Context: an optimization exercise on an open-source flow, tuned for small area and a short achievable clock period. The choices shown serve that exercise and are no tape-out recipe.
At most, simulation tests tie the RTL to the original design; equivalence was not proved.
For run 2, only the layout was checked, not whether the RTL still works.

### flow/config.mk
export PLATFORM = sky130hd
export DESIGN_NAME = DOUBLY_PIPELINE
export DESIGN_NICKNAME = DOUBLY_PIPELINE
export VERILOG_FILES = /design/flow/design.v
export SDC_FILE = /design/flow/constraint.sdc
export NUM_CORES = 4
export LEC_CHECK = 0
export CAP_MARGIN = 20
export CORE_MARGIN = 2
export CORE_UTILIZATION = 40
export CTS_CLUSTER_DIAMETER = 200
export CTS_CLUSTER_SIZE = 25
export SLEW_MARGIN = 20
### flow/constraint.sdc
create_clock -name core_clock -period 22.0 [get_ports {clk}]
set_input_delay 4.4000 -clock core_clock [delete_from_list [all_inputs] [get_ports {clk}]]
set_output_delay 4.4000 -clock core_clock [all_outputs]
set_load 0.01 [all_outputs]
### flow/run.sh
#!/bin/bash
# synth_recipe.tcl (not shown) runs the flow's synth.tcl, then flattens the netlist and writes it again
# the make line also repeats each setting of config.mk as NAME=value (left out here)
make -C /OpenROAD-flow-scripts/flow DESIGN_CONFIG=/design/flow/config.mk WORK_HOME=/design/flow/orfs CLKGATE_MAP_FILE= SYNTH_SCRIPT=/design/flow/synth_recipe.tcl finish
### flow/design.v
module DOUBLY_PIPELINE(clk,xi,yi,r,ang,xf,yf);
input signed [15:0] xi,yi;
input clk;
output signed [15:0] r,ang;
output signed [15:0] xf,yf;
reg signed [15:6] xr, yr;   
reg signed [15:0] a2,a3,a4,a5,a6,a7,a8;
reg signed [15:0] b2,b3,b4,b5,b6,b7;
reg        t2;
reg [1:0]  t3;
reg [2:0]  t4;
reg [3:0]  t5;
reg [4:0]  t6;
reg [5:0]  t7;
reg [5:0]  t8;
reg signed [15:0] x2,x3,x4,x5,x6,x7,x8;
reg signed [15:0] y2,y3,y4,y5,y6,y7,y8;
reg signed [15:0] r_q, xf_q, yf_q;
reg [13:0] ang_q;
reg svn2, svn3, svn4, svn5, svn6;         
reg dxn1, dxn2, dxn3, dxn4, dxn5, dxn6;   
wire [15:0] sc_r, sc_x, sc_y;
scale16 u_sr(.v(a8), .q(sc_r));
scale16 u_sx(.v(x8), .q(sc_x));
scale16 u_sy(.v(y8), .q(sc_y));
wire signed [15:0] a1, b1;
wire c_a1, c_b1;
wire [5:0] a1lo_n, b1lo_n; wire ca_n, cb_n;
add6_skl u_a1lo(.a(xi[5:0]), .b(yi[5:0]), .cin(1'b0), .s(a1lo_n), .cout(ca_n));
add6_skl u_b1lo(.a(yi[5:0]), .b(~xi[5:0]), .cin(1'b1), .s(b1lo_n), .cout(cb_n));
reg [5:0] a1lo, b1lo; reg ca, cb;
wire [9:0] a1hi, b1hi;
add10_skl u_a1hi(.a(xr[15:6]), .b(yr[15:6]), .cin(ca), .s(a1hi), .cout(c_a1));
add10_skl u_b1hi(.a(yr[15:6]), .b(~xr[15:6]), .cin(cb), .s(b1hi), .cout(c_b1));
assign a1 = {a1hi, a1lo};
assign b1 = {b1hi, b1lo};
wire signed [15:0] sh_a2 = b1 >>> 1;
wire [15:0] n_a2; wire co_a2;
add_skl16 u_a2(.a(a1), .b(sh_a2 ^ {16{b1[15]}}), .cin(b1[15]), .s(n_a2), .cout(co_a2));
wire signed [15:0] sh_b2 = a1 >>> 1;
wire [15:0] n_b2; wire co_b2;
add_skl16 u_b2(.a(b1), .b(sh_b2 ^ {16{~b1[15]}}), .cin(~b1[15]), .s(n_b2), .cout(co_b2));
wire signed [15:0] sh_x2 = b1 >>> 1;
wire [15:0] n_x2; wire co_x2;
add_skl12 u_x2(.a(a1), .b(sh_x2 ^ {16{t3[0]}}), .cin(t3[0]), .s(n_x2), .cout(co_x2));
wire signed [15:0] sh_y2 = a1 >>> 1;
wire [15:0] n_y2; wire co_y2;
add_skl12 u_y2(.a(b1), .b(sh_y2 ^ {16{~t3[0]}}), .cin(~t3[0]), .s(n_y2), .cout(co_y2));
wire signed [15:0] sh_a3 = b2 >>> 2;
wire [15:0] n_a3; wire co_a3;
add_skl10 u_a3(.a(a2), .b(sh_a3 ^ {16{b2[15]}}), .cin(b2[15]), .s(n_a3), .cout(co_a3));
wire signed [15:0] sh_b3 = a2 >>> 2;
wire [15:0] n_b3; wire co_b3;
add_skl10 u_b3(.a(b2), .b(sh_b3 ^ {16{~b2[15]}}), .cin(~b2[15]), .s(n_b3), .cout(co_b3));
wire signed [15:0] sh_a4 = b3 >>> 3;
wire [15:0] n_a4; wire co_a4;
add_skl8 u_a4(.a(a3), .b(sh_a4 ^ {16{b3[15]}}), .cin(b3[15]), .s(n_a4), .cout(co_a4));
wire signed [15:0] sh_b4 = a3 >>> 3;
wire [15:0] n_b4; wire co_b4;
add_skl10 u_b4(.a(b3), .b(sh_b4 ^ {16{~b3[15]}}), .cin(~b3[15]), .s(n_b4), .cout(co_b4));
wire signed [15:0] sh_a5 = b4 >>> 4;
wire [15:0] n_a5; wire co_a5;
add_skl8 u_a5(.a(a4), .b(sh_a5 ^ {16{b4[15]}}), .cin(b4[15]), .s(n_a5), .cout(co_a5));
wire signed [15:0] sh_b5 = a4 >>> 4;
wire [15:0] n_b5; wire co_b5;
add_skl10 u_b5(.a(b4), .b(sh_b5 ^ {16{~b4[15]}}), .cin(~b4[15]), .s(n_b5), .cout(co_b5));
wire signed [15:0] sh_a6 = b5 >>> 5;
wire [15:0] n_a6; wire co_a6;
add_skl8 u_a6(.a(a5), .b(sh_a6 ^ {16{b5[15]}}), .cin(b5[15]), .s(n_a6), .cout(co_a6));
wire signed [15:0] sh_b6 = a5 >>> 5;
wire [15:0] n_b6; wire co_b6;
add_skl10 u_b6(.a(b5), .b(sh_b6 ^ {16{~b5[15]}}), .cin(~b5[15]), .s(n_b6), .cout(co_b6));
wire signed [15:0] sh_a7 = b6 >>> 6;
wire [15:0] n_a7; wire co_a7;
add_skl8 u_a7(.a(a6), .b(sh_a7 ^ {16{b6[15]}}), .cin(b6[15]), .s(n_a7), .cout(co_a7));
wire signed [15:0] sh_b7 = a6 >>> 6;
wire [15:0] n_b7; wire co_b7;
add_skl10 u_b7(.a(b6), .b(sh_b7 ^ {16{~b6[15]}}), .cin(~b6[15]), .s(n_b7), .cout(co_b7));
wire signed [15:0] sh_a8 = b7 >>> 7;
wire [15:0] n_a8; wire co_a8;
add_skl8 u_a8(.a(a7), .b(sh_a8 ^ {16{b7[15]}}), .cin(b7[15]), .s(n_a8), .cout(co_a8));
wire signed [15:0] sh_x3 = y2 >>> 2;
wire [15:0] n_x3; wire co_x3;
add_skl10 u_x3(.a(x2), .b(sh_x3 ^ {16{t4[1]}}), .cin(t4[1]), .s(n_x3), .cout(co_x3));
wire signed [15:0] sh_y3 = x2 >>> 2;
wire [15:0] n_y3; wire co_y3;
add_skl10 u_y3(.a(y2), .b(sh_y3 ^ {16{~t4[1]}}), .cin(~t4[1]), .s(n_y3), .cout(co_y3));
wire signed [15:0] sh_x4 = y3 >>> 3;
wire [15:0] n_x4; wire co_x4;
add_skl10 u_x4(.a(x3), .b(sh_x4 ^ {16{t5[2]}}), .cin(t5[2]), .s(n_x4), .cout(co_x4));
wire signed [15:0] sh_y4 = x3 >>> 3;
wire [15:0] n_y4; wire co_y4;
add_skl10 u_y4(.a(y3), .b(sh_y4 ^ {16{~t5[2]}}), .cin(~t5[2]), .s(n_y4), .cout(co_y4));
wire signed [15:0] sh_x5 = y4 >>> 4;
wire [15:0] n_x5; wire co_x5;
add_skl10 u_x5(.a(x4), .b(sh_x5 ^ {16{t6[3]}}), .cin(t6[3]), .s(n_x5), .cout(co_x5));
wire signed [15:0] sh_y5 = x4 >>> 4;
wire [15:0] n_y5; wire co_y5;
add_skl10 u_y5(.a(y4), .b(sh_y5 ^ {16{~t6[3]}}), .cin(~t6[3]), .s(n_y5), .cout(co_y5));
wire signed [15:0] sh_x6 = y5 >>> 5;
wire [15:0] n_x6; wire co_x6;
add_skl10 u_x6(.a(x5), .b(sh_x6 ^ {16{t7[4]}}), .cin(t7[4]), .s(n_x6), .cout(co_x6));
wire signed [15:0] sh_y6 = x5 >>> 5;
wire [15:0] n_y6; wire co_y6;
add_skl10 u_y6(.a(y5), .b(sh_y6 ^ {16{~t7[4]}}), .cin(~t7[4]), .s(n_y6), .cout(co_y6));
wire signed [15:0] sh_x7 = y6 >>> 6;
wire [15:0] n_x7; wire co_x7;
add_skl10 u_x7(.a(x6), .b(sh_x7 ^ {16{t8[5]}}), .cin(t8[5]), .s(n_x7), .cout(co_x7));
wire signed [15:0] sh_y7 = x6 >>> 6;
wire [15:0] n_y7; wire co_y7;
add_skl10 u_y7(.a(y6), .b(sh_y7 ^ {16{~t8[5]}}), .cin(~t8[5]), .s(n_y7), .cout(co_y7));
wire signed [15:0] sh_x8 = y7 >>> 7;
wire [15:0] n_x8; wire co_x8;
add_skl8 u_x8(.a(x7), .b(sh_x8 ^ {16{1'b1}}), .cin(1'b1), .s(n_x8), .cout(co_x8));
wire signed [15:0] sh_y8 = x7 >>> 7;
wire [15:0] n_y8; wire co_y8;
add_skl8 u_y8(.a(y7), .b(sh_y8 ^ {16{1'b0}}), .cin(1'b0), .s(n_y8), .cout(co_y8));
wire [13:0] ang_half = 14'd4928 - (t8[0] ? 14'd2657 : 14'd0) - (t8[1] ? 14'd1404 : 14'd0)
                     - (t8[2] ? 14'd713 : 14'd0) - (t8[3] ? 14'd358 : 14'd0)
                     - (t8[4] ? 14'd179 : 14'd0) - (t8[5] ? 14'd89 : 14'd0);
always @(posedge clk) begin
  xr <= xi[15:6];
  yr <= yi[15:6];
  a1lo <= a1lo_n; b1lo <= b1lo_n; ca <= ca_n; cb <= cb_n;
  a2 <= n_a2; b2 <= n_b2;
  a3 <= n_a3; b3 <= n_b3;
  a4 <= n_a4; b4 <= n_b4;
  a5 <= n_a5; b5 <= n_b5;
  a6 <= n_a6; b6 <= n_b6;
  a7 <= n_a7; b7 <= n_b7;
  a8 <= n_a8;
  t2 <= b1[15];
  t3 <= {b2[15], t2};
  t4 <= {b3[15], t3};
  t5 <= {b4[15], t4};
  t6 <= {b5[15], t5};
  t7 <= {b6[15], t6};
  t8 <= t7;
  x2 <= n_x2; y2 <= n_y2;
  x3 <= n_x3; y3 <= n_y3;
  x4 <= n_x4; y4 <= n_y4;
  x5 <= n_x5; y5 <= n_y5;
  x6 <= n_x6; y6 <= n_y6;
  x7 <= n_x7; y7 <= n_y7;
  x8 <= n_x8; y8 <= n_y8;
  r_q   <= sc_r;
  xf_q  <= sc_x;
  yf_q  <= sc_y;
  ang_q <= ang_half;
end
assign r = r_q;
assign xf = xf_q;
assign yf = yf_q;
assign ang = {ang_q[13], ang_q, 1'b0};
endmodule
module add10_skl(input [9:0] a, b, input cin, output [9:0] s, output cout);
wire [9:0] p = a ^ b; wire [9:0] g = a & b;
wire gg0 = g[0] | (p[0] & cin);
wire gg1 = g[2] | (p[2] & g[1]); wire pp1 = p[2] & p[1];
wire gg2 = g[4] | (p[4] & g[3]); wire pp2 = p[4] & p[3];
wire gg3 = g[6] | (p[6] & g[5]); wire pp3 = p[6] & p[5];
wire gg4 = g[8] | (p[8] & g[7]); wire pp4 = p[8] & p[7];
wire gg5 = g[1] | (p[1] & gg0);
wire gg6 = gg1 | (pp1 & gg0);
wire gg7 = g[5] | (p[5] & gg2); wire pp7 = p[5] & pp2;
wire gg8 = gg3 | (pp3 & gg2); wire pp8 = pp3 & pp2;
wire gg9 = g[9] | (p[9] & gg4); wire pp9 = p[9] & pp4;
wire gg10 = g[3] | (p[3] & gg6);
wire gg11 = gg2 | (pp2 & gg6);
wire gg12 = gg7 | (pp7 & gg6);
wire gg13 = gg8 | (pp8 & gg6);
wire gg14 = g[7] | (p[7] & gg13);
wire gg15 = gg4 | (pp4 & gg13);
wire gg16 = gg9 | (pp9 & gg13);
assign s[0] = p[0] ^ cin;
assign s[1] = p[1] ^ gg0;
assign s[2] = p[2] ^ gg5;
assign s[3] = p[3] ^ gg6;
assign s[4] = p[4] ^ gg10;
assign s[5] = p[5] ^ gg11;
assign s[6] = p[6] ^ gg12;
assign s[7] = p[7] ^ gg13;
assign s[8] = p[8] ^ gg14;
assign s[9] = p[9] ^ gg15;
assign cout = gg16;
endmodule
module add6_skl(input [5:0] a, b, input cin, output [5:0] s, output cout);
wire [5:0] p = a ^ b; wire [5:0] g = a & b;
wire gg0 = g[0] | (p[0] & cin);
wire gg1 = g[2] | (p[2] & g[1]); wire pp1 = p[2] & p[1];
wire gg2 = g[4] | (p[4] & g[3]); wire pp2 = p[4] & p[3];
wire gg3 = g[1] | (p[1] & gg0);
wire gg4 = gg1 | (pp1 & gg0);
wire gg5 = g[5] | (p[5] & gg2); wire pp5 = p[5] & pp2;
wire gg6 = g[3] | (p[3] & gg4);
wire gg7 = gg2 | (pp2 & gg4);
wire gg8 = gg5 | (pp5 & gg4);
assign s[0] = p[0] ^ cin;
assign s[1] = p[1] ^ gg0;
assign s[2] = p[2] ^ gg3;
assign s[3] = p[3] ^ gg4;
assign s[4] = p[4] ^ gg6;
assign s[5] = p[5] ^ gg7;
assign cout = gg8;
endmodule
module add_skl10(input [15:0] a, b, input cin, output [15:0] s, output cout);
wire [15:0] p = a ^ b; wire [15:0] g = a & b;
wire gg0 = g[0] | (p[0] & cin);
wire gg1 = g[2] | (p[2] & g[1]); wire pp1 = p[2] & p[1];
wire gg2 = g[4] | (p[4] & g[3]); wire pp2 = p[4] & p[3];
wire gg3 = g[6] | (p[6] & g[5]); wire pp3 = p[6] & p[5];
wire gg4 = g[8] | (p[8] & g[7]); wire pp4 = p[8] & p[7];
wire gg5 = g[1] | (p[1] & gg0);
wire gg6 = gg1 | (pp1 & gg0);
wire gg7 = g[5] | (p[5] & gg2); wire pp7 = p[5] & pp2;
wire gg8 = gg3 | (pp3 & gg2); wire pp8 = pp3 & pp2;
wire gg9 = g[9] | (p[9] & gg4); wire pp9 = p[9] & pp4;
wire gg10 = g[3] | (p[3] & gg6);
wire gg11 = gg2 | (pp2 & gg6);
wire gg12 = gg7 | (pp7 & gg6);
wire gg13 = gg8 | (pp8 & gg6);
wire gg14 = g[7] | (p[7] & gg13);
wire gg15 = gg4 | (pp4 & gg13);
wire gg16 = gg9 | (pp9 & gg13);
assign s[0] = p[0] ^ cin;
assign s[1] = p[1] ^ gg0;
assign s[2] = p[2] ^ gg5;
assign s[3] = p[3] ^ gg6;
assign s[4] = p[4] ^ gg10;
assign s[5] = p[5] ^ gg11;
assign s[6] = p[6] ^ gg12;
assign s[7] = p[7] ^ gg13;
assign s[8] = p[8] ^ gg14;
assign s[9] = p[9] ^ gg15;
wire [16:10] c; assign c[10] = gg16;
assign s[10] = a[10]^b[10]^c[10]; assign c[11] = (a[10]&b[10]) | (c[10]&(a[10]^b[10]));
assign s[11] = a[11]^b[11]^c[11]; assign c[12] = (a[11]&b[11]) | (c[11]&(a[11]^b[11]));
assign s[12] = a[12]^b[12]^c[12]; assign c[13] = (a[12]&b[12]) | (c[12]&(a[12]^b[12]));
assign s[13] = a[13]^b[13]^c[13]; assign c[14] = (a[13]&b[13]) | (c[13]&(a[13]^b[13]));
assign s[14] = a[14]^b[14]^c[14]; assign c[15] = (a[14]&b[14]) | (c[14]&(a[14]^b[14]));
assign s[15] = a[15]^b[15]^c[15]; assign c[16] = (a[15]&b[15]) | (c[15]&(a[15]^b[15]));
assign cout = c[16];
endmodule
module add_skl12(input [15:0] a, b, input cin, output [15:0] s, output cout);
wire [15:0] p = a ^ b; wire [15:0] g = a & b;
wire gg0 = g[0] | (p[0] & cin);
wire gg1 = g[2] | (p[2] & g[1]); wire pp1 = p[2] & p[1];
wire gg2 = g[4] | (p[4] & g[3]); wire pp2 = p[4] & p[3];
wire gg3 = g[6] | (p[6] & g[5]); wire pp3 = p[6] & p[5];
wire gg4 = g[8] | (p[8] & g[7]); wire pp4 = p[8] & p[7];
wire gg5 = g[10] | (p[10] & g[9]); wire pp5 = p[10] & p[9];
wire gg6 = g[1] | (p[1] & gg0);
wire gg7 = gg1 | (pp1 & gg0);
wire gg8 = g[5] | (p[5] & gg2); wire pp8 = p[5] & pp2;
wire gg9 = gg3 | (pp3 & gg2); wire pp9 = pp3 & pp2;
wire gg10 = g[9] | (p[9] & gg4); wire pp10 = p[9] & pp4;
wire gg11 = gg5 | (pp5 & gg4); wire pp11 = pp5 & pp4;
wire gg12 = g[3] | (p[3] & gg7);
wire gg13 = gg2 | (pp2 & gg7);
wire gg14 = gg8 | (pp8 & gg7);
wire gg15 = gg9 | (pp9 & gg7);
wire gg16 = g[11] | (p[11] & gg11); wire pp16 = p[11] & pp11;
wire gg17 = g[7] | (p[7] & gg15);
wire gg18 = gg4 | (pp4 & gg15);
wire gg19 = gg10 | (pp10 & gg15);
wire gg20 = gg11 | (pp11 & gg15);
wire gg21 = gg16 | (pp16 & gg15);
assign s[0] = p[0] ^ cin;
assign s[1] = p[1] ^ gg0;
assign s[2] = p[2] ^ gg6;
assign s[3] = p[3] ^ gg7;
assign s[4] = p[4] ^ gg12;
assign s[5] = p[5] ^ gg13;
assign s[6] = p[6] ^ gg14;
assign s[7] = p[7] ^ gg15;
assign s[8] = p[8] ^ gg17;
assign s[9] = p[9] ^ gg18;
assign s[10] = p[10] ^ gg19;
assign s[11] = p[11] ^ gg20;
wire [16:12] c; assign c[12] = gg21;
assign s[12] = a[12]^b[12]^c[12]; assign c[13] = (a[12]&b[12]) | (c[12]&(a[12]^b[12]));
assign s[13] = a[13]^b[13]^c[13]; assign c[14] = (a[13]&b[13]) | (c[13]&(a[13]^b[13]));
assign s[14] = a[14]^b[14]^c[14]; assign c[15] = (a[14]&b[14]) | (c[14]&(a[14]^b[14]));
assign s[15] = a[15]^b[15]^c[15]; assign c[16] = (a[15]&b[15]) | (c[15]&(a[15]^b[15]));
assign cout = c[16];
endmodule
module add_skl16(input [15:0] a, b, input cin, output [15:0] s, output cout);
wire [15:0] p = a ^ b; wire [15:0] g = a & b;
wire gg0 = g[0] | (p[0] & cin);
wire gg1 = g[2] | (p[2] & g[1]); wire pp1 = p[2] & p[1];
wire gg2 = g[4] | (p[4] & g[3]); wire pp2 = p[4] & p[3];
wire gg3 = g[6] | (p[6] & g[5]); wire pp3 = p[6] & p[5];
wire gg4 = g[8] | (p[8] & g[7]); wire pp4 = p[8] & p[7];
wire gg5 = g[10] | (p[10] & g[9]); wire pp5 = p[10] & p[9];
wire gg6 = g[12] | (p[12] & g[11]); wire pp6 = p[12] & p[11];
wire gg7 = g[14] | (p[14] & g[13]); wire pp7 = p[14] & p[13];
wire gg8 = g[1] | (p[1] & gg0);
wire gg9 = gg1 | (pp1 & gg0);
wire gg10 = g[5] | (p[5] & gg2); wire pp10 = p[5] & pp2;
wire gg11 = gg3 | (pp3 & gg2); wire pp11 = pp3 & pp2;
wire gg12 = g[9] | (p[9] & gg4); wire pp12 = p[9] & pp4;
wire gg13 = gg5 | (pp5 & gg4); wire pp13 = pp5 & pp4;
wire gg14 = g[13] | (p[13] & gg6); wire pp14 = p[13] & pp6;
wire gg15 = gg7 | (pp7 & gg6); wire pp15 = pp7 & pp6;
wire gg16 = g[3] | (p[3] & gg9);
wire gg17 = gg2 | (pp2 & gg9);
wire gg18 = gg10 | (pp10 & gg9);
wire gg19 = gg11 | (pp11 & gg9);
wire gg20 = g[11] | (p[11] & gg13); wire pp20 = p[11] & pp13;
wire gg21 = gg6 | (pp6 & gg13); wire pp21 = pp6 & pp13;
wire gg22 = gg14 | (pp14 & gg13); wire pp22 = pp14 & pp13;
wire gg23 = gg15 | (pp15 & gg13); wire pp23 = pp15 & pp13;
wire gg24 = g[7] | (p[7] & gg19);
wire gg25 = gg4 | (pp4 & gg19);
wire gg26 = gg12 | (pp12 & gg19);
wire gg27 = gg13 | (pp13 & gg19);
wire gg28 = gg20 | (pp20 & gg19);
wire gg29 = gg21 | (pp21 & gg19);
wire gg30 = gg22 | (pp22 & gg19);
wire gg31 = gg23 | (pp23 & gg19);
wire gg32 = g[15] | (p[15] & gg31);
assign s[0] = p[0] ^ cin;
assign s[1] = p[1] ^ gg0;
assign s[2] = p[2] ^ gg8;
assign s[3] = p[3] ^ gg9;
assign s[4] = p[4] ^ gg16;
assign s[5] = p[5] ^ gg17;
assign s[6] = p[6] ^ gg18;
assign s[7] = p[7] ^ gg19;
assign s[8] = p[8] ^ gg24;
assign s[9] = p[9] ^ gg25;
assign s[10] = p[10] ^ gg26;
assign s[11] = p[11] ^ gg27;
assign s[12] = p[12] ^ gg28;
assign s[13] = p[13] ^ gg29;
assign s[14] = p[14] ^ gg30;
assign s[15] = p[15] ^ gg31;
assign cout = gg32;
endmodule
module add_skl8(input [15:0] a, b, input cin, output [15:0] s, output cout);
wire [15:0] p = a ^ b; wire [15:0] g = a & b;
wire gg0 = g[0] | (p[0] & cin);
wire gg1 = g[2] | (p[2] & g[1]); wire pp1 = p[2] & p[1];
wire gg2 = g[4] | (p[4] & g[3]); wire pp2 = p[4] & p[3];
wire gg3 = g[6] | (p[6] & g[5]); wire pp3 = p[6] & p[5];
wire gg4 = g[1] | (p[1] & gg0);
wire gg5 = gg1 | (pp1 & gg0);
wire gg6 = g[5] | (p[5] & gg2); wire pp6 = p[5] & pp2;
wire gg7 = gg3 | (pp3 & gg2); wire pp7 = pp3 & pp2;
wire gg8 = g[3] | (p[3] & gg5);
wire gg9 = gg2 | (pp2 & gg5);
wire gg10 = gg6 | (pp6 & gg5);
wire gg11 = gg7 | (pp7 & gg5);
wire gg12 = g[7] | (p[7] & gg11);
assign s[0] = p[0] ^ cin;
assign s[1] = p[1] ^ gg0;
assign s[2] = p[2] ^ gg4;
assign s[3] = p[3] ^ gg5;
assign s[4] = p[4] ^ gg8;
assign s[5] = p[5] ^ gg9;
assign s[6] = p[6] ^ gg10;
assign s[7] = p[7] ^ gg11;
wire [16:8] c; assign c[8] = gg12;
assign s[8] = a[8]^b[8]^c[8]; assign c[9] = (a[8]&b[8]) | (c[8]&(a[8]^b[8]));
assign s[9] = a[9]^b[9]^c[9]; assign c[10] = (a[9]&b[9]) | (c[9]&(a[9]^b[9]));
assign s[10] = a[10]^b[10]^c[10]; assign c[11] = (a[10]&b[10]) | (c[10]&(a[10]^b[10]));
assign s[11] = a[11]^b[11]^c[11]; assign c[12] = (a[11]&b[11]) | (c[11]&(a[11]^b[11]));
assign s[12] = a[12]^b[12]^c[12]; assign c[13] = (a[12]&b[12]) | (c[12]&(a[12]^b[12]));
assign s[13] = a[13]^b[13]^c[13]; assign c[14] = (a[13]&b[13]) | (c[13]&(a[13]^b[13]));
assign s[14] = a[14]^b[14]^c[14]; assign c[15] = (a[14]&b[14]) | (c[14]&(a[14]^b[14]));
assign s[15] = a[15]^b[15]^c[15]; assign c[16] = (a[15]&b[15]) | (c[15]&(a[15]^b[15]));
assign cout = c[16];
endmodule
module scale16(input [15:0] v, output [15:0] q);
wire [15:0] nv = ~v;
wire fs0 = v[13] ^ v[7]; wire fc0 = v[13] & v[7];
wire fs1 = v[14] ^ v[8] ^ v[5]; wire fc1 = (v[14] & v[8]) | (v[14] & v[5]) | (v[8] & v[5]);
wire fs2 = nv[12] ^ nv[10]; wire fc2 = nv[12] & nv[10];
wire fs3 = v[9] ^ v[6] ^ nv[15]; wire fc3 = (v[9] & v[6]) | (v[9] & nv[15]) | (v[6] & nv[15]);
wire fs4 = v[13] ^ v[11] ^ v[3]; wire fc4 = (v[13] & v[11]) | (v[13] & v[3]) | (v[11] & v[3]);
wire fs5 = v[10] ^ v[7] ^ nv[14]; wire fc5 = (v[10] & v[7]) | (v[10] & nv[14]) | (v[7] & nv[14]);
wire fs6 = nv[12] ^ nv[4]; wire fc6 = nv[12] & nv[4];
wire fs7 = v[15] ^ v[11] ^ v[8]; wire fc7 = (v[15] & v[11]) | (v[15] & v[8]) | (v[11] & v[8]);
wire fs8 = v[13] ^ v[5] ^ v[3]; wire fc8 = (v[13] & v[5]) | (v[13] & v[3]) | (v[5] & v[3]);
wire fs9 = v[12] ^ v[9] ^ nv[14]; wire fc9 = (v[12] & v[9]) | (v[12] & nv[14]) | (v[9] & nv[14]);
wire fs10 = nv[6] ^ nv[4]; wire fc10 = nv[6] & nv[4];
wire fs11 = v[15] ^ v[13] ^ v[10]; wire fc11 = (v[15] & v[13]) | (v[15] & v[10]) | (v[13] & v[10]);
wire fs12 = v[14] ^ v[11] ^ v[0]; wire fc12 = (v[14] & v[11]) | (v[14] & v[0]) | (v[11] & v[0]);
wire fs13 = v[12] ^ v[1]; wire fc13 = v[12] & v[1];
wire fs14 = v[13] ^ v[2] ^ v[0]; wire fc14 = (v[13] & v[2]) | (v[13] & v[0]) | (v[2] & v[0]);
wire fs15 = v[14] ^ v[3] ^ v[1]; wire fc15 = (v[14] & v[3]) | (v[14] & v[1]) | (v[3] & v[1]);
wire fs16 = v[15] ^ nv[11]; wire fc16 = v[15] & nv[11];
wire fs17 = v[4] ^ v[2] ^ nv[15]; wire fc17 = (v[4] & v[2]) | (v[4] & nv[15]) | (v[2] & nv[15]);
wire fs18 = v[5] ^ v[3]; wire fc18 = v[5] & v[3];
wire fs19 = v[6] ^ v[4]; wire fc19 = v[6] & v[4];
wire fs20 = v[11] ^ v[5] ^ v[2]; wire fc20 = (v[11] & v[5]) | (v[11] & v[2]) | (v[5] & v[2]);
wire fs21 = v[12] ^ v[6] ^ v[3]; wire fc21 = (v[12] & v[6]) | (v[12] & v[3]) | (v[6] & v[3]);
wire fs22 = nv[10] ^ nv[8]; wire fc22 = nv[10] & nv[8];
wire fs23 = fs0 ^ v[4] ^ nv[11]; wire fc23 = (fs0 & v[4]) | (fs0 & nv[11]) | (v[4] & nv[11]);
wire fs24 = v[9] ^ v[1] ^ v[15]; wire fc24 = (v[9] & v[1]) | (v[9] & v[15]) | (v[1] & v[15]);
wire fs25 = fc0 ^ fs1 ^ fs2; wire fc25 = (fc0 & fs1) | (fc0 & fs2) | (fs1 & fs2);
wire fs26 = v[2] ^ v[0] ^ ~1'b1; wire fc26 = (v[2] & v[0]) | (v[2] & ~1'b1) | (v[0] & ~1'b1);
wire fs27 = fc1 ^ fc2 ^ fs3; wire fc27 = (fc1 & fc2) | (fc1 & fs3) | (fc2 & fs3);
wire fs28 = fs4 ^ v[1] ^ ~1'b1; wire fc28 = (fs4 & v[1]) | (fs4 & ~1'b1) | (v[1] & ~1'b1);
wire fs29 = fc3 ^ fs5 ^ fs6; wire fc29 = (fc3 & fs5) | (fc3 & fs6) | (fs5 & fs6);
wire fs30 = fc4 ^ v[2] ^ ~1'b1; wire fc30 = (fc4 & v[2]) | (fc4 & ~1'b1) | (v[2] & ~1'b1);
wire fs31 = fc5 ^ fc6 ^ fs7; wire fc31 = (fc5 & fc6) | (fc5 & fs7) | (fc6 & fs7);
wire fs32 = fs8 ^ v[0] ^ ~1'b1; wire fc32 = (fs8 & v[0]) | (fs8 & ~1'b1) | (v[0] & ~1'b1);
wire fs33 = fc7 ^ fs9 ^ fs10; wire fc33 = (fc7 & fs9) | (fc7 & fs10) | (fs9 & fs10);
wire fs34 = fc8 ^ v[1] ^ ~1'b1; wire fc34 = (fc8 & v[1]) | (fc8 & ~1'b1) | (v[1] & ~1'b1);
wire fs35 = fc9 ^ fc10 ^ fs11; wire fc35 = (fc9 & fc10) | (fc9 & fs11) | (fc10 & fs11);
wire fs36 = v[7] ^ v[5] ^ v[2]; wire fc36 = (v[7] & v[5]) | (v[7] & v[2]) | (v[5] & v[2]);
wire fs37 = fc11 ^ fs12 ^ nv[8]; wire fc37 = (fc11 & fs12) | (fc11 & nv[8]) | (fs12 & nv[8]);
wire fs38 = v[6] ^ v[3] ^ ~1'b1; wire fc38 = (v[6] & v[3]) | (v[6] & ~1'b1) | (v[3] & ~1'b1);
wire fs39 = fc12 ^ fs13 ^ nv[15]; wire fc39 = (fc12 & fs13) | (fc12 & nv[15]) | (fs13 & nv[15]);
wire fs40 = v[9] ^ v[7] ^ v[4]; wire fc40 = (v[9] & v[7]) | (v[9] & v[4]) | (v[7] & v[4]);
wire fs41 = fc13 ^ fs14 ^ nv[10]; wire fc41 = (fc13 & fs14) | (fc13 & nv[10]) | (fs14 & nv[10]);
wire fs42 = v[8] ^ v[5] ^ ~1'b1; wire fc42 = (v[8] & v[5]) | (v[8] & ~1'b1) | (v[5] & ~1'b1);
wire fs43 = fc14 ^ fs15 ^ fs16; wire fc43 = (fc14 & fs15) | (fc14 & fs16) | (fs15 & fs16);
wire fs44 = v[9] ^ v[6] ^ ~1'b1; wire fc44 = (v[9] & v[6]) | (v[9] & ~1'b1) | (v[6] & ~1'b1);
wire fs45 = fc15 ^ fc16 ^ fs17; wire fc45 = (fc15 & fc16) | (fc15 & fs17) | (fc16 & fs17);
wire fs46 = v[12] ^ v[10] ^ v[7]; wire fc46 = (v[12] & v[10]) | (v[12] & v[7]) | (v[10] & v[7]);
wire fs47 = fc17 ^ fs18 ^ nv[13]; wire fc47 = (fc17 & fs18) | (fc17 & nv[13]) | (fs18 & nv[13]);
wire fs48 = v[11] ^ v[8] ^ ~1'b1; wire fc48 = (v[11] & v[8]) | (v[11] & ~1'b1) | (v[8] & ~1'b1);
wire fs49 = fc18 ^ fs19 ^ nv[14]; wire fc49 = (fc18 & fs19) | (fc18 & nv[14]) | (fs19 & nv[14]);
wire fs50 = v[12] ^ v[9] ^ ~1'b1; wire fc50 = (v[12] & v[9]) | (v[12] & ~1'b1) | (v[9] & ~1'b1);
wire fs51 = fc19 ^ v[15] ^ v[7]; wire fc51 = (fc19 & v[15]) | (fc19 & v[7]) | (v[15] & v[7]);
wire fs52 = nv[5] ^ v[13] ^ v[10]; wire fc52 = (nv[5] & v[13]) | (nv[5] & v[10]) | (v[13] & v[10]);
wire fs53 = v[8] ^ v[6] ^ nv[14]; wire fc53 = (v[8] & v[6]) | (v[8] & nv[14]) | (v[6] & nv[14]);
wire fs54 = nv[11] ^ 1'b1; wire fc54 = nv[11] & 1'b1;
wire fs55 = v[15] ^ v[9] ^ v[7]; wire fc55 = (v[15] & v[9]) | (v[15] & v[7]) | (v[9] & v[7]);
wire fs56 = v[10] ^ v[8]; wire fc56 = v[10] & v[8];
wire fs57 = v[11] ^ v[9]; wire fc57 = v[11] & v[9];
wire fs58 = fs20 ^ nv[9]; wire fc58 = fs20 & nv[9];
wire fs59 = fc20 ^ fs21 ^ fs22; wire fc59 = (fc20 & fs21) | (fc20 & fs22) | (fs21 & fs22);
wire fs60 = fc21 ^ fc22 ^ fs23; wire fc60 = (fc21 & fc22) | (fc21 & fs23) | (fc22 & fs23);
wire fs61 = fc23 ^ fs25 ^ ~fc24; wire fc61 = (fc23 & fs25) | (fc23 & ~fc24) | (fs25 & ~fc24);
wire fs62 = fc25 ^ fs27 ^ ~fc26; wire fc62 = (fc25 & fs27) | (fc25 & ~fc26) | (fs27 & ~fc26);
wire fs63 = fc27 ^ fs29 ^ ~fc28; wire fc63 = (fc27 & fs29) | (fc27 & ~fc28) | (fs29 & ~fc28);
wire fs64 = fc29 ^ fs31 ^ ~fc30; wire fc64 = (fc29 & fs31) | (fc29 & ~fc30) | (fs31 & ~fc30);
wire fs65 = fc31 ^ fs33 ^ ~fc32; wire fc65 = (fc31 & fs33) | (fc31 & ~fc32) | (fs33 & ~fc32);
wire fs66 = fc33 ^ fs35 ^ ~fc34; wire fc66 = (fc33 & fs35) | (fc33 & ~fc34) | (fs35 & ~fc34);
wire fs67 = fc35 ^ fs37 ^ ~fc36; wire fc67 = (fc35 & fs37) | (fc35 & ~fc36) | (fs37 & ~fc36);
wire fs68 = fc37 ^ fs39 ^ ~fc38; wire fc68 = (fc37 & fs39) | (fc37 & ~fc38) | (fs39 & ~fc38);
wire fs69 = fc39 ^ fs41 ^ ~fc40; wire fc69 = (fc39 & fs41) | (fc39 & ~fc40) | (fs41 & ~fc40);
wire fs70 = fc41 ^ fs43 ^ ~fc42; wire fc70 = (fc41 & fs43) | (fc41 & ~fc42) | (fs43 & ~fc42);
wire fs71 = fc43 ^ fs45 ^ ~fc44; wire fc71 = (fc43 & fs45) | (fc43 & ~fc44) | (fs45 & ~fc44);
wire fs72 = fc45 ^ fs47 ^ ~fc46; wire fc72 = (fc45 & fs47) | (fc45 & ~fc46) | (fs47 & ~fc46);
wire fs73 = fc47 ^ fs49 ^ ~fc48; wire fc73 = (fc47 & fs49) | (fc47 & ~fc48) | (fs49 & ~fc48);
wire fs74 = fc49 ^ fs51 ^ ~fc50; wire fc74 = (fc49 & fs51) | (fc49 & ~fc50) | (fs51 & ~fc50);
wire fs75 = fc51 ^ fs53 ^ fs54; wire fc75 = (fc51 & fs53) | (fc51 & fs54) | (fs53 & fs54);
wire fs76 = fc53 ^ fc54 ^ fs55; wire fc76 = (fc53 & fc54) | (fc53 & fs55) | (fc54 & fs55);
wire fs77 = fc55 ^ fs56 ^ nv[13]; wire fc77 = (fc55 & fs56) | (fc55 & nv[13]) | (fs56 & nv[13]);
wire fs78 = fc56 ^ fs57 ^ nv[14]; wire fc78 = (fc56 & fs57) | (fc56 & nv[14]) | (fs57 & nv[14]);
wire fs79 = fc57 ^ v[15] ^ v[12]; wire fc79 = (fc57 & v[15]) | (fc57 & v[12]) | (v[15] & v[12]);
wire fs80 = v[13] ^ v[11]; wire fc80 = v[13] & v[11];
wire fs81 = v[14] ^ v[12]; wire fc81 = v[14] & v[12];
wire fs82 = fs58 ^ nv[7]; wire fc82 = fs58 & nv[7];
wire fs83 = fc58 ^ fs59 ^ nv[0]; wire fc83 = (fc58 & fs59) | (fc58 & nv[0]) | (fs59 & nv[0]);
wire fs84 = fc59 ^ fs60 ^ ~fs24; wire fc84 = (fc59 & fs60) | (fc59 & ~fs24) | (fs60 & ~fs24);
wire fs85 = fc60 ^ fs61 ^ ~fs26; wire fc85 = (fc60 & fs61) | (fc60 & ~fs26) | (fs61 & ~fs26);
wire fs86 = fc61 ^ fs62 ^ ~fs28; wire fc86 = (fc61 & fs62) | (fc61 & ~fs28) | (fs62 & ~fs28);
wire fs87 = fc62 ^ fs63 ^ ~fs30; wire fc87 = (fc62 & fs63) | (fc62 & ~fs30) | (fs63 & ~fs30);
wire fs88 = fc63 ^ fs64 ^ ~fs32; wire fc88 = (fc63 & fs64) | (fc63 & ~fs32) | (fs64 & ~fs32);
wire fs89 = fc64 ^ fs65 ^ ~fs34; wire fc89 = (fc64 & fs65) | (fc64 & ~fs34) | (fs65 & ~fs34);
wire fs90 = fc65 ^ fs66 ^ ~fs36; wire fc90 = (fc65 & fs66) | (fc65 & ~fs36) | (fs66 & ~fs36);
wire fs91 = fc66 ^ fs67 ^ ~fs38; wire fc91 = (fc66 & fs67) | (fc66 & ~fs38) | (fs67 & ~fs38);
wire fs92 = fc67 ^ fs68 ^ ~fs40; wire fc92 = (fc67 & fs68) | (fc67 & ~fs40) | (fs68 & ~fs40);
wire fs93 = fc68 ^ fs69 ^ ~fs42; wire fc93 = (fc68 & fs69) | (fc68 & ~fs42) | (fs69 & ~fs42);
wire fs94 = fc69 ^ fs70 ^ ~fs44; wire fc94 = (fc69 & fs70) | (fc69 & ~fs44) | (fs70 & ~fs44);
wire fs95 = fc70 ^ fs71 ^ ~fs46; wire fc95 = (fc70 & fs71) | (fc70 & ~fs46) | (fs71 & ~fs46);
wire fs96 = fc71 ^ fs72 ^ ~fs48; wire fc96 = (fc71 & fs72) | (fc71 & ~fs48) | (fs72 & ~fs48);
wire fs97 = fc72 ^ fs73 ^ ~fs50; wire fc97 = (fc72 & fs73) | (fc72 & ~fs50) | (fs73 & ~fs50);
wire fs98 = fc73 ^ fs74 ^ ~fs52; wire fc98 = (fc73 & fs74) | (fc73 & ~fs52) | (fs74 & ~fs52);
wire fs99 = fc74 ^ fs75 ^ ~fc52; wire fc99 = (fc74 & fs75) | (fc74 & ~fc52) | (fs75 & ~fc52);
wire fs100 = fc75 ^ fs76 ^ nv[12]; wire fc100 = (fc75 & fs76) | (fc75 & nv[12]) | (fs76 & nv[12]);
wire fs101 = fc76 ^ fs77 ^ 1'b1; wire fc101 = (fc76 & fs77) | (fc76 & 1'b1) | (fs77 & 1'b1);
wire fs102 = fc77 ^ fs78 ^ 1'b1; wire fc102 = (fc77 & fs78) | (fc77 & 1'b1) | (fs78 & 1'b1);
wire fs103 = fc78 ^ fs79 ^ v[10]; wire fc103 = (fc78 & fs79) | (fc78 & v[10]) | (fs79 & v[10]);
wire fs104 = fc79 ^ fs80 ^ 1'b1; wire fc104 = (fc79 & fs80) | (fc79 & 1'b1) | (fs80 & 1'b1);
wire fs105 = fc80 ^ fs81 ^ 1'b1; wire fc105 = (fc80 & fs81) | (fc80 & 1'b1) | (fs81 & 1'b1);
wire fs106 = fc81 ^ v[13] ^ nv[15]; wire fc106 = (fc81 & v[13]) | (fc81 & nv[15]) | (v[13] & nv[15]);
wire fs107 = v[14] ^ 1'b1; wire fc107 = v[14] & 1'b1;
wire [27:0] ra = {1'b1, fc107, fc106, fc105, fc104, fc103, fc102, fc101, fc100, fc99, fc98, fc97, fc96, fc95, fc94, fc93, fc92, fc91, fc90, fc89, fc88, fc87, fc86, fc85, fc84, fc83, fc82, fs82};
wire [27:0] rb = {1'b0, nv[15], fs107, fs106, fs105, fs104, fs103, fs102, fs101, fs100, fs99, fs98, fs97, fs96, fs95, fs94, fs93, fs92, fs91, fs90, fs89, fs88, fs87, fs86, fs85, fs84, fs83, 1'b1};
wire [27:0] rs; wire rco;
scale16_fin u_fin(.a(ra), .b(rb), .cin(1'b0), .s(rs), .cout(rco));
assign q = rs[27:12];
endmodule
module scale16_fin(input [27:0] a, b, input cin, output [27:0] s, output cout);
wire [27:0] p = a ^ b; wire [27:0] g = a & b;
wire gg0 = g[0] | (p[0] & cin);
wire gg1 = g[2] | (p[2] & g[1]); wire pp1 = p[2] & p[1];
wire gg2 = g[4] | (p[4] & g[3]); wire pp2 = p[4] & p[3];
wire gg3 = g[6] | (p[6] & g[5]); wire pp3 = p[6] & p[5];
wire gg4 = g[8] | (p[8] & g[7]); wire pp4 = p[8] & p[7];
wire gg5 = g[10] | (p[10] & g[9]); wire pp5 = p[10] & p[9];
wire gg6 = g[12] | (p[12] & g[11]); wire pp6 = p[12] & p[11];
wire gg7 = g[14] | (p[14] & g[13]); wire pp7 = p[14] & p[13];
wire gg8 = g[16] | (p[16] & g[15]); wire pp8 = p[16] & p[15];
wire gg9 = g[18] | (p[18] & g[17]); wire pp9 = p[18] & p[17];
wire gg10 = g[20] | (p[20] & g[19]); wire pp10 = p[20] & p[19];
wire gg11 = g[22] | (p[22] & g[21]); wire pp11 = p[22] & p[21];
wire gg12 = g[24] | (p[24] & g[23]); wire pp12 = p[24] & p[23];
wire gg13 = g[26] | (p[26] & g[25]); wire pp13 = p[26] & p[25];
wire gg14 = g[1] | (p[1] & gg0);
wire gg15 = gg1 | (pp1 & gg0);
wire gg16 = g[5] | (p[5] & gg2); wire pp16 = p[5] & pp2;
wire gg17 = gg3 | (pp3 & gg2); wire pp17 = pp3 & pp2;
wire gg18 = g[9] | (p[9] & gg4); wire pp18 = p[9] & pp4;
wire gg19 = gg5 | (pp5 & gg4); wire pp19 = pp5 & pp4;
wire gg20 = g[13] | (p[13] & gg6); wire pp20 = p[13] & pp6;
wire gg21 = gg7 | (pp7 & gg6); wire pp21 = pp7 & pp6;
wire gg22 = g[17] | (p[17] & gg8); wire pp22 = p[17] & pp8;
wire gg23 = gg9 | (pp9 & gg8); wire pp23 = pp9 & pp8;
wire gg24 = g[21] | (p[21] & gg10); wire pp24 = p[21] & pp10;
wire gg25 = gg11 | (pp11 & gg10); wire pp25 = pp11 & pp10;
wire gg26 = g[25] | (p[25] & gg12); wire pp26 = p[25] & pp12;
wire gg27 = gg13 | (pp13 & gg12); wire pp27 = pp13 & pp12;
wire gg28 = g[3] | (p[3] & gg15);
wire gg29 = gg2 | (pp2 & gg15);
wire gg30 = gg16 | (pp16 & gg15);
wire gg31 = gg17 | (pp17 & gg15);
wire gg32 = g[11] | (p[11] & gg19); wire pp32 = p[11] & pp19;
wire gg33 = gg6 | (pp6 & gg19); wire pp33 = pp6 & pp19;
wire gg34 = gg20 | (pp20 & gg19); wire pp34 = pp20 & pp19;
wire gg35 = gg21 | (pp21 & gg19); wire pp35 = pp21 & pp19;
wire gg36 = g[19] | (p[19] & gg23); wire pp36 = p[19] & pp23;
wire gg37 = gg10 | (pp10 & gg23); wire pp37 = pp10 & pp23;
wire gg38 = gg24 | (pp24 & gg23); wire pp38 = pp24 & pp23;
wire gg39 = gg25 | (pp25 & gg23); wire pp39 = pp25 & pp23;
wire gg40 = g[27] | (p[27] & gg27); wire pp40 = p[27] & pp27;
wire gg41 = g[7] | (p[7] & gg31);
wire gg42 = gg4 | (pp4 & gg31);
wire gg43 = gg18 | (pp18 & gg31);
wire gg44 = gg19 | (pp19 & gg31);
wire gg45 = gg32 | (pp32 & gg31);
wire gg46 = gg33 | (pp33 & gg31);
wire gg47 = gg34 | (pp34 & gg31);
wire gg48 = gg35 | (pp35 & gg31);
wire gg49 = g[23] | (p[23] & gg39); wire pp49 = p[23] & pp39;
wire gg50 = gg12 | (pp12 & gg39); wire pp50 = pp12 & pp39;
wire gg51 = gg26 | (pp26 & gg39); wire pp51 = pp26 & pp39;
wire gg52 = gg27 | (pp27 & gg39); wire pp52 = pp27 & pp39;
wire gg53 = gg40 | (pp40 & gg39); wire pp53 = pp40 & pp39;
wire gg54 = g[15] | (p[15] & gg48);
wire gg55 = gg8 | (pp8 & gg48);
wire gg56 = gg22 | (pp22 & gg48);
wire gg57 = gg23 | (pp23 & gg48);
wire gg58 = gg36 | (pp36 & gg48);
wire gg59 = gg37 | (pp37 & gg48);
wire gg60 = gg38 | (pp38 & gg48);
wire gg61 = gg39 | (pp39 & gg48);
wire gg62 = gg49 | (pp49 & gg48);
wire gg63 = gg50 | (pp50 & gg48);
wire gg64 = gg51 | (pp51 & gg48);
wire gg65 = gg52 | (pp52 & gg48);
wire gg66 = gg53 | (pp53 & gg48);
assign s[0] = p[0] ^ cin;
assign s[1] = p[1] ^ gg0;
assign s[2] = p[2] ^ gg14;
assign s[3] = p[3] ^ gg15;
assign s[4] = p[4] ^ gg28;
assign s[5] = p[5] ^ gg29;
assign s[6] = p[6] ^ gg30;
assign s[7] = p[7] ^ gg31;
assign s[8] = p[8] ^ gg41;
assign s[9] = p[9] ^ gg42;
assign s[10] = p[10] ^ gg43;
assign s[11] = p[11] ^ gg44;
assign s[12] = p[12] ^ gg45;
assign s[13] = p[13] ^ gg46;
assign s[14] = p[14] ^ gg47;
assign s[15] = p[15] ^ gg48;
assign s[16] = p[16] ^ gg54;
assign s[17] = p[17] ^ gg55;
assign s[18] = p[18] ^ gg56;
assign s[19] = p[19] ^ gg57;
assign s[20] = p[20] ^ gg58;
assign s[21] = p[21] ^ gg59;
assign s[22] = p[22] ^ gg60;
assign s[23] = p[23] ^ gg61;
assign s[24] = p[24] ^ gg62;
assign s[25] = p[25] ^ gg63;
assign s[26] = p[26] ^ gg64;
assign s[27] = p[27] ^ gg65;
assign cout = gg66;
endmodule
==> metrics.md, run 1 <==
| Metric | Value |
|---|---|
| Final core area utilization | 0.4362 |
| Worst path required time | 22,480 ps |
| Minimum period implied by the final worst setup slack | 6092 ps |
| Fraction of layout cells with a size suffix above 1 | 0.02611 |
| Wire length of the first global-routing pass | 110.3 mm |
| Clock tree from TritonCTS | done |
| Vias post-DR | 20,910 |
| Peak Freq | 0.1641 GHz |
| IO Port Bufs | 95 |
| Number of antenna violations at the first check in global routing | 0 |
| Post-CTS setup buffers | 0 |
| Total routed wirelength | 64.49 mm |
| Starting DRT DRC Count | 695 |
| Standard cell area after detailed placement | 39,980 um2 |
| Count of cell types in the netlist | 59 |
| Drt wl/cell | 13.50 um |
| Global-route total usage across every layer | 0.1405 |
| Detailed Routing Iterations Pass 1 | 5 |
| Fraction of post-synthesis cell area in the top cell type by area | 0.2906 |
| Portion of the clock cycle consumed by the worst path in the final layout | 0.2769 |
| Antenna Nets Post-Route | 0 |
| Placement Setup Slack | 15,640 ps |
| Clock insertion delay at the later pin of the skew report | 600 ps |
| Post-cts gate resize count | 0 |
| Largest net degree at the start of global routing | 30 |
| Max Root-Sink Buffers | 3 |
| Classification of the worst setup path | register to register |
| Dpl cells | 4,750 |
| Slowest CP cell | sky130_fd_sc_hd__a2111oi_0 |
| Vias in the first global route | about 22,000 |
| EDFF count, synth | 0 |
| Core outline area | 93,190 um2 |
| Most common cell after layout, fill and taps aside | sky130_fd_sc_hd__inv_1 |
| Startpoint type of the worst setup path | register |
| I/O pin cnt | between 90 and 100 |
| Largest driver fanout on the critical path | 7 |
| Post-route worst setup slack | roughly 16,000 ps |
| Final hold viol count | 0 |
| Dominant synthesized flop cell | sky130_fd_sc_hd__dfxtp_1 |
| Maximum capacitance violations | 0 |
| Setup total negative slack | 0 ps |
| Summed area of non-filler cells in the final layout | 40,650 um2 |
| Critical path arrival | approximately 6600 ps |
| Gpl congestion | 0.8820 |
| Clk sinks | 545 |
| Post-Synthesis Net Count | 4,402 |
| Final setup violation count | 0 |
| Number of design rule violations left after detail routing | 0 |
| Post-detailed-route via-to-cell ratio | 4.376 |
| H-Tree Level Count | 1 |
| Type of the tightest min-delay check | register to register |
| Share of flip-flops with an asynchronous set or reset | 0 |
| Post-synthesis sequential area ratio | 0.2906 |
| Result of the run | no timing/DRC/antenna violations |
| HPWL after detailed placement | 54.90 mm |
| Clock input transition at the sequential cells of the worst setup and hold paths | 100 ps |
| Worst-Margin Slew | slightly above 1000 ps |
| Net count reported at finish | between 4,000 and 5,000 |
| Die Y-Extent | 310.3 um |
| Number of rows in the core area | 112 |
| Worst-case headroom to the max-slew limit | 0.3119 |
| Sort of element at the end of the critical path | register |
| Die span in x | 310.3 um |
| Series of cell instances along the critical path | inv_1 > fa_1 > inv_1 > fa_1 > inv_1 > fa_1 > fa_1 > inv_1 > ha_1 > nand4_1 > a21oi_1 > a2111oi_0 > o31a_1 > o21ai_0 > a41oi_1 > a21oi_1 > a21oi_1 > o21bai_1 > xor2_1 |
| Clock tree root driver cell | sky130_fd_sc_hd__clkbuf_16 |
| Cell type with the largest total area after synthesis | sky130_fd_sc_hd__dfxtp_1 |
| Synthesized flop and latch total | 545 |
| Max Transition Viols Final | 0 |
| ANT cells | 0 |
| Gate count of the mapped netlist | roughly 3,400 |
| Non-filler instance count after layout | 4,778 |
| Die area | 96,310 um2 |
| Yosys warns | 1 |
| Total congestion overflow | 0 |
| TritonCTS Buffers | 25 |
| Number of buffers inserted by hold repair at cts | 0 |
| Layout overhead on the synthesized area | 8.293% |
| CP max stage delay | between 700 and 800 ps |
| Final setup skew | roughly 25 ps |
| Min Hold Slack | 332.3 ps |
| Unrepaired setup endpoints after global routing | no |
| Leading cell types by total area after synthesis | sky130_fd_sc_hd__dfxtp_1, sky130_fd_sc_hd__fa_1, sky130_fd_sc_hd__ha_1 |
| Leading cell types in the layout, fill and taps excluded | sky130_fd_sc_hd__inv_1, sky130_fd_sc_hd__dfxtp_1, sky130_fd_sc_hd__ha_1, sky130_fd_sc_hd__fa_1, sky130_fd_sc_hd__xnor2_1 |
| Avg Synthesized Cell Area | 10.95 um2 |
| Combined area of all synthesized cells | 37,540 um2 |
| Effective utilization at floorplan | 0.4028 |
## final timing paths
kind | cells past startpoint | slack, ps | from | to
worst min-delay path | 0 | 330 | t7[2] | t8[2]
worst min register to register | 0 | 330 | t7[2] | t8[2]
worst max register to register | 19 | 15910 | x8[14] | xf_q[14]
worst max-delay path | 19 | 15910 | x8[14] | xf_q[14]
## layer usage
layer  track usage  routed length, um
met5             0                  0
met4       0.02955               1392
met3       0.01512               1740
met2        0.2553              31830
met1        0.1796              29530
## cells in the mapped netlist (6+ instances only)
cell / n
sky130_fd_sc_hd__and2_1: 12
sky130_fd_sc_hd__nand2b_1: 38
sky130_fd_sc_hd__buf_1: 17
sky130_fd_sc_hd__nor2_1: 66
sky130_fd_sc_hd__ha_1: 500
sky130_fd_sc_hd__nor3_1: 18
sky130_fd_sc_hd__xor2_1: 259
sky130_fd_sc_hd__nand2_1: 29
sky130_fd_sc_hd__a21oi_1: 116
sky130_fd_sc_hd__o21a_1: 10
sky130_fd_sc_hd__o21ai_0: 34
sky130_fd_sc_hd__inv_1: 753
sky130_fd_sc_hd__o21bai_1: 28
sky130_fd_sc_hd__buf_2: 6
sky130_fd_sc_hd__a211oi_1: 6
sky130_fd_sc_hd__nand3_1: 15
sky130_fd_sc_hd__dfxtp_1: 545
sky130_fd_sc_hd__nand4_1: 6
sky130_fd_sc_hd__xnor2_1: 280
sky130_fd_sc_hd__nor2b_1: 20
sky130_fd_sc_hd__mux2_2: 11
sky130_fd_sc_hd__o21ba_2: 12
sky130_fd_sc_hd__fa_1: 442
sky130_fd_sc_hd__clkbuf_1: 12
sky130_fd_sc_hd__a31o_2: 20
sky130_fd_sc_hd__a21o_1: 113
## logic make-up (layout without fill, tap and decap cells)
group,after synthesis,after routing,share of synthesized area
AOI/OAI and AO/OA,371,371,0.06646
xor gates and xnor gates,541,541,0.1270
adders and majority gates,942,942,0.4024
buffers and inverters,793,890,0.07989
DFF,545,545,0.2906
muxes,13,13,0.003833
other,1,1,0.00009990
and+or+nand+nor,221,221,0.02970
## worst max-delay path: cells and delay by family, from the launching register on
| kind | cells | cell delay, ps |
|---|---|---|
| flip-flops | 1 | 580 |
| XOR/XNOR | 1 | 150 |
| AND/OR/NAND/NOR | 1 | 110 |
| buffers and inverters | 4 | 460 |
| adder cells (fa/ha/maj) | 5 | 2350 |
| AO/OA/AOI/OAI | 8 | 2340 |
## final cells by class
| class | instances | area [um2] |
|---|---|---|
| Clock inverter | 2 | 38.79 |
| Tap cell | 1254 | 1569 |
| Inverter | 755 | 2834 |
| Clock buffer | 26 | 629.4 |
| Timing Repair Buffer | 107 | 1041 |
| Fill cell | 8829 | 52540 |
| Multi-Input combinational cell | 2089 | 23630 |
| Sequential cell | 545 | 10910 |
==> run 2, diff against run 1 <==
--- a/flow/design.v
+++ b/flow/design.v
@@ -38,6 +38,6 @@
 wire [15:0] n_a2; wire co_a2;
-add_skl16 u_a2(.a(a1), .b(sh_a2 ^ {16{b1[15]}}), .cin(b1[15]), .s(n_a2), .cout(co_a2));
+add_skl12 u_a2(.a(a1), .b(sh_a2 ^ {16{b1[15]}}), .cin(b1[15]), .s(n_a2), .cout(co_a2));
 wire signed [15:0] sh_b2 = a1 >>> 1;
 wire [15:0] n_b2; wire co_b2;
-add_skl16 u_b2(.a(b1), .b(sh_b2 ^ {16{~b1[15]}}), .cin(~b1[15]), .s(n_b2), .cout(co_b2));
+add_skl12 u_b2(.a(b1), .b(sh_b2 ^ {16{~b1[15]}}), .cin(~b1[15]), .s(n_b2), .cout(co_b2));
 wire signed [15:0] sh_x2 = b1 >>> 1;
@@ -286,55 +286,2 @@
 endmodule
-module add_skl16(input [15:0] a, b, input cin, output [15:0] s, output cout);
-wire [15:0] p = a ^ b; wire [15:0] g = a & b;
-wire gg0 = g[0] | (p[0] & cin);
-wire gg1 = g[2] | (p[2] & g[1]); wire pp1 = p[2] & p[1];
-wire gg2 = g[4] | (p[4] & g[3]); wire pp2 = p[4] & p[3];
-wire gg3 = g[6] | (p[6] & g[5]); wire pp3 = p[6] & p[5];
-wire gg4 = g[8] | (p[8] & g[7]); wire pp4 = p[8] & p[7];
-wire gg5 = g[10] | (p[10] & g[9]); wire pp5 = p[10] & p[9];
-wire gg6 = g[12] | (p[12] & g[11]); wire pp6 = p[12] & p[11];
-wire gg7 = g[14] | (p[14] & g[13]); wire pp7 = p[14] & p[13];
-wire gg8 = g[1] | (p[1] & gg0);
-wire gg9 = gg1 | (pp1 & gg0);
-wire gg10 = g[5] | (p[5] & gg2); wire pp10 = p[5] & pp2;
-wire gg11 = gg3 | (pp3 & gg2); wire pp11 = pp3 & pp2;
-wire gg12 = g[9] | (p[9] & gg4); wire pp12 = p[9] & pp4;
-wire gg13 = gg5 | (pp5 & gg4); wire pp13 = pp5 & pp4;
-wire gg14 = g[13] | (p[13] & gg6); wire pp14 = p[13] & pp6;
-wire gg15 = gg7 | (pp7 & gg6); wire pp15 = pp7 & pp6;
-wire gg16 = g[3] | (p[3] & gg9);
-wire gg17 = gg2 | (pp2 & gg9);
-wire gg18 = gg10 | (pp10 & gg9);
-wire gg19 = gg11 | (pp11 & gg9);
-wire gg20 = g[11] | (p[11] & gg13); wire pp20 = p[11] & pp13;
-wire gg21 = gg6 | (pp6 & gg13); wire pp21 = pp6 & pp13;
-wire gg22 = gg14 | (pp14 & gg13); wire pp22 = pp14 & pp13;
-wire gg23 = gg15 | (pp15 & gg13); wire pp23 = pp15 & pp13;
-wire gg24 = g[7] | (p[7] & gg19);
-wire gg25 = gg4 | (pp4 & gg19);
-wire gg26 = gg12 | (pp12 & gg19);
-wire gg27 = gg13 | (pp13 & gg19);
-wire gg28 = gg20 | (pp20 & gg19);
-wire gg29 = gg21 | (pp21 & gg19);
-wire gg30 = gg22 | (pp22 & gg19);
-wire gg31 = gg23 | (pp23 & gg19);
-wire gg32 = g[15] | (p[15] & gg31);
-assign s[0] = p[0] ^ cin;
-assign s[1] = p[1] ^ gg0;
-assign s[2] = p[2] ^ gg8;
-assign s[3] = p[3] ^ gg9;
-assign s[4] = p[4] ^ gg16;
-assign s[5] = p[5] ^ gg17;
-assign s[6] = p[6] ^ gg18;
-assign s[7] = p[7] ^ gg19;
-assign s[8] = p[8] ^ gg24;
-assign s[9] = p[9] ^ gg25;
-assign s[10] = p[10] ^ gg26;
-assign s[11] = p[11] ^ gg27;
-assign s[12] = p[12] ^ gg28;
-assign s[13] = p[13] ^ gg29;
-assign s[14] = p[14] ^ gg30;
-assign s[15] = p[15] ^ gg31;
-assign cout = gg32;
-endmodule
 module add_skl8(input [15:0] a, b, input cin, output [15:0] s, output cout);
==> flow/flow/run.sh (new file) <==
#!/bin/bash
set -euo pipefail
export BUFFER_PORTS_ARGS="-buffer_cell sky130_fd_sc_hd__buf_2"
export SETUP_SLACK_MARGIN=16.5
bash standard.sh > standard_flow.log 2>&1
==> flow/standard.sh (new file) <==
#!/bin/bash
# synth_recipe.tcl (not shown) runs the flow's synth.tcl, then flattens the netlist and writes it again
# the make line also repeats each setting of config.mk as NAME=value (left out here)
make -C /OpenROAD-flow-scripts/flow DESIGN_CONFIG=/design/flow/config.mk WORK_HOME=/design/flow/orfs CLKGATE_MAP_FILE= SYNTH_SCRIPT=/design/flow/synth_recipe.tcl "${@:-finish}"
removed: flow/run.sh
==> run 2 against run 1 <==
Compared with the run above:
- critical endpoint is now yf[10]
- wire length is 2.1% higher
- area after synthesis grew 2.2%
- flip-flop and latch count unchanged
- sequential share of layout area fell by 0.42 points
- die area up 2.2%
- largest cell class unchanged
- utilization grew 0.076 points
==> metrics.md, run 2 <==
| Metric | Value |
|---|---|
| Vias post-DR | 21,940 (+4.9%) |
| TritonCTS Buffers | 25 (unchanged) |
| Maximum capacitance violations | 0 (unchanged) |
| Max Root-Sink Buffers | 3 (unchanged) |
| Fraction of post-synthesis cell area in the top cell type by area | 0.2843 (-0.006367) |
| Largest driver fanout on the critical path | 1 (-6) |
| Dominant synthesized flop cell | sky130_fd_sc_hd__dfxtp_1 |
| Drt wl/cell | 13.22 um (-2.0%) |
| Series of cell instances along the critical path | buf_6 |
| Most numerous cell types in the synthesized netlist | sky130_fd_sc_hd__inv_1, sky130_fd_sc_hd__dfxtp_1, sky130_fd_sc_hd__ha_1, sky130_fd_sc_hd__fa_1, sky130_fd_sc_hd__xnor2_1 |
| Vias in the first global route | 23,510 (+4.8%) |
| Final setup skew | 14.96 ps (-10.01 ps) |
| Worst-Margin Slew | 904.2 ps (-120.6 ps) |
| Number of antenna violations at the first check in global routing | 0 (unchanged) |
| Clk sinks | 545 (unchanged) |
| Clock insertion delay at the later pin of the skew report | 590 ps (about the same) |
| Number of rows in the core area | 113 (+0.89%) |
| Critical path arrival | 1090 ps (-5480 ps) |
| Portion of the clock cycle consumed by the worst path in the final layout | 0.2495 (-0.02740) |
| Max Transition Viols Final | 0 (unchanged) |
| Sort of element at the end of the critical path | primary output |
| Largest delay share family, worst path | flip-flops |
| CP max stage delay | 380 ps (-390 ps) |
| Dpl cells | 4,934 (+3.9%) |
| H-Tree Level Count | 1 (unchanged) |
| Final core area utilization | 0.4370 (+0.0007620) |
| Leading cell types by total area after synthesis | sky130_fd_sc_hd__dfxtp_1, sky130_fd_sc_hd__fa_1, sky130_fd_sc_hd__ha_1 |
| I/O pin cnt | 97 (unchanged) |
| Post-synthesis sequential area ratio | 0.2843 (-0.006367) |
| Worst-case headroom to the max-slew limit | 0.3929 (+0.08095) |
| Number of design rule violations left after detail routing | 0 (unchanged) |
| Count of cell types in the netlist | 67 (+14%) |
| Peak Freq | 0.1822 GHz (+11%) |
| Gpl congestion | 0.8517 (-3.4%) |
| CP Buf/Inv Count | 1 (-3) |
| ANT cells | 0 (unchanged) |
| Clock tree from TritonCTS | done |
| Antenna Nets Post-Route | 0 (unchanged) |
| Slowest CP cell | sky130_fd_sc_hd__dfxtp_4 |
| Minimum period implied by the final worst setup slack | 5490 ps (-602.7 ps) |
| Non-filler instance count after layout | 4,981 (+4.2%) |
| Gate count of the mapped netlist | 3,601 (+5.1%) |
| IO Port Bufs | 95 (unchanged) |
| Post-Synthesis Net Count | 4,577 (+4.0%) |
| Number of buffers inserted by hold repair at cts | 0 (unchanged) |
| Yosys warns | 1 (unchanged) |
| Die area | 98,440 um2 (+2.2%) |
| Avg Synthesized Cell Area | 10.66 um2 (-2.7%) |
| Core outline area | 95,010 um2 (+2.0%) |
| Final hold viol count | 0 (unchanged) |
| Effective utilization at floorplan | 0.4039 (+0.001126) |
| Fillcell total | 9,144 (+3.6%) |
| Startpoint type of the worst setup path | register |
| Classification of the worst setup path | register to primary output |
| Type of the tightest min-delay check | register to register |
| Setup total negative slack | 0 ps (unchanged) |
| Layout overhead on the synthesized area | 8.180% |
| Library cell with the highest instance count after synthesis | sky130_fd_sc_hd__inv_1 |
| Leading cell types in the layout, fill and taps excluded | sky130_fd_sc_hd__inv_1, sky130_fd_sc_hd__dfxtp_1, sky130_fd_sc_hd__ha_1, sky130_fd_sc_hd__fa_1, sky130_fd_sc_hd__xnor2_1 |
| Final setup violation count | 0 (unchanged) |
| Net count reported at finish | 4,692 (+4.3%) |
| Largest net degree at the start of global routing | 30 (unchanged) |
| Post-detailed-route via-to-cell ratio | 4.404 (+0.63%) |
| HPWL after detailed placement | 55.29 mm (+0.71%) |
| Clock tree root driver cell | sky130_fd_sc_hd__clkbuf_16 |
| Cell type with the largest total area after synthesis | sky130_fd_sc_hd__dfxtp_1 |
| Wire length of the first global-routing pass | 113.8 mm (+3.2%) |
| Global-route total usage across every layer | 0.1389 (-0.001623) |
| Fraction of layout cells with a size suffix above 1 | 0.07427 (+0.04817) |
| Combined area of all synthesized cells | 38,380 um2 (+2.2%) |
| Synthesized flop and latch total | 545 (unchanged) |
| Total congestion overflow | 0 (unchanged) |
| EDFF count, synth | 0 (unchanged) |
| Total routed wirelength | 65.86 mm (+2.1%) |
| Clock input transition at the sequential cells of the worst setup and hold paths | 110 ps (about the same) |
| Starting DRT DRC Count | 654 (-5.9%) |
| Die Y-Extent | 313.8 um (+1.1%) |
| Share of flip-flops with an asynchronous set or reset | 0 (unchanged) |
| Most common cell after layout, fill and taps aside | sky130_fd_sc_hd__inv_1 |
| Result of the run | no timing/DRC/antenna violations |
| Summed area of non-filler cells in the final layout | 41,520 um2 (+2.1%) |
| Die span in x | 313.8 um (+1.1%) |
| Unrepaired setup endpoints after global routing | yes |
| Standard cell area after detailed placement | 40,410 um2 (+1.1%) |
| Detailed Routing Iterations Pass 1 | 5 (unchanged) |
| Worst path required time | 17,600 ps (-4880 ps) |
[run 2: cell types whose count changed in the layout (fill, tap and decap cells not counted), moves of 12 or more]
cell / previous run / this run
sky130_fd_sc_hd__buf_2: 0 / 78
sky130_fd_sc_hd__a21o_1: 113 / 95
sky130_fd_sc_hd__o21bai_1: 28 / 16
sky130_fd_sc_hd__dfxtp_2: 0 / 44
sky130_fd_sc_hd__nand2_1: 29 / 57
sky130_fd_sc_hd__o21ba_2: 12 / 0
sky130_fd_sc_hd__xnor2_1: 280 / 262
sky130_fd_sc_hd__clkdlybuf4s50_1: 95 / 0
sky130_fd_sc_hd__o21a_1: 10 / 28
sky130_fd_sc_hd__buf_6: 0 / 17
sky130_fd_sc_hd__buf_4: 12 / 30
sky130_fd_sc_hd__inv_1: 753 / 842
sky130_fd_sc_hd__a21oi_1: 116 / 131
sky130_fd_sc_hd__dfxtp_1: 545 / 500
[run 2: final timing paths]
| path | from | cells past startpoint | slack [ps] | end |
|---|---|---|---|---|
| max | yf_q[10] | 1 | 16510 | yf[10] |
| max reg2reg | xr[8] | 19 | 16710 | b2[15] |
| min | t7[5] | 0 | 320 | t8[5] |
| min reg2reg | t7[5] | 0 | 320 | t8[5] |
[run 2: logic make-up (layout without fill, tap and decap cells)]
| family | Yosys count | count (layout) | share of synthesized area |
|---|---|---|---|
| AOI/OAI and AO/OA | 424 | 424 | 0.07475 |
| xor gates and xnor gates | 526 | 526 | 0.1213 |
| adders and majority gates | 943 | 943 | 0.3949 |
| buffers and inverters | 886 | 1001 | 0.08708 |
| DFF | 545 | 545 | 0.2843 |
| muxes | 14 | 14 | 0.004075 |
| other | 1 | 1 | 0.00009771 |
| and+or+nand+nor | 262 | 262 | 0.03351 |
[run 2: layer usage]
layer	wire, um	vias to the layer above	part of all wire	track usage
met5	0	-	0	0
met4	763	0	0.012	0.02240
met3	1569	44	0.024	0.01379
met2	32990	182	0.50	0.2550
met1	30540	10380	0.46	0.1787
li1	-	11330	-	-
[run 2: through the flow]
| step | hold slack [ps] | setup WS (ps) |
|---|---|---|
| after floorplan | 309.6 | 16490 |
| after global placement | 311.9 | 16200 |
| after detailed placement | 312.1 | 16180 |
| after CTS | 322.0 | 16440 |
| after global routing | 333.8 | 16430 |
| final | 323.9 | 16510 |
[run 2: cell type report]
type / instances / area [um2] / area share
timing repair buffer: 127 / 859.6 / 0.02070
inverter: 847 / 3198 / 0.07703
tap: 1265 / 1583 / 0.03812
clock inverter: 2 / 16.27 / 0.0003918
multi-input combinational: 2170 / 24270 / 0.5845
sequential: 545 / 10970 / 0.2642
clock buffer: 25 / 625.6 / 0.01507
[run 2: repair_timing]
item	CTS	global route
gates cloned	1	0
setup buffers	3	16
endpoints found under the setup margin	22	68
gates resized for setup	25	59
pin swaps	0	3

port drivers added, routing unchanged:
How much do the figures lean on ideal ports? The routed layouts below were timed once more, with nothing changed but the port constraints. Step 1, drivers: a clkbuf_16 drives clk and a buf_2 each remaining input, both assumed. Step 2 moves the port delays by t, midway between the first and last clock arrival at a register: inputs arrive t later, outputs are due t later. That takes back most of the time a late clock gives input paths. a / b / c = ideal / step 1 / step 2; a / b = the first two.
run	shift t [ns]	setup slack, ns	worst setup path after step 2
run 1	0.643	15.908 / 15.908 / 15.652	input to register
run 2	0.649	16.510 / 16.447 / 16.178	input to register
After both steps every run listed still meets setup and hold. The setup slack of run 2, which loses most, moves by -0.063 ns with the drivers and by -0.332 ns with both steps.
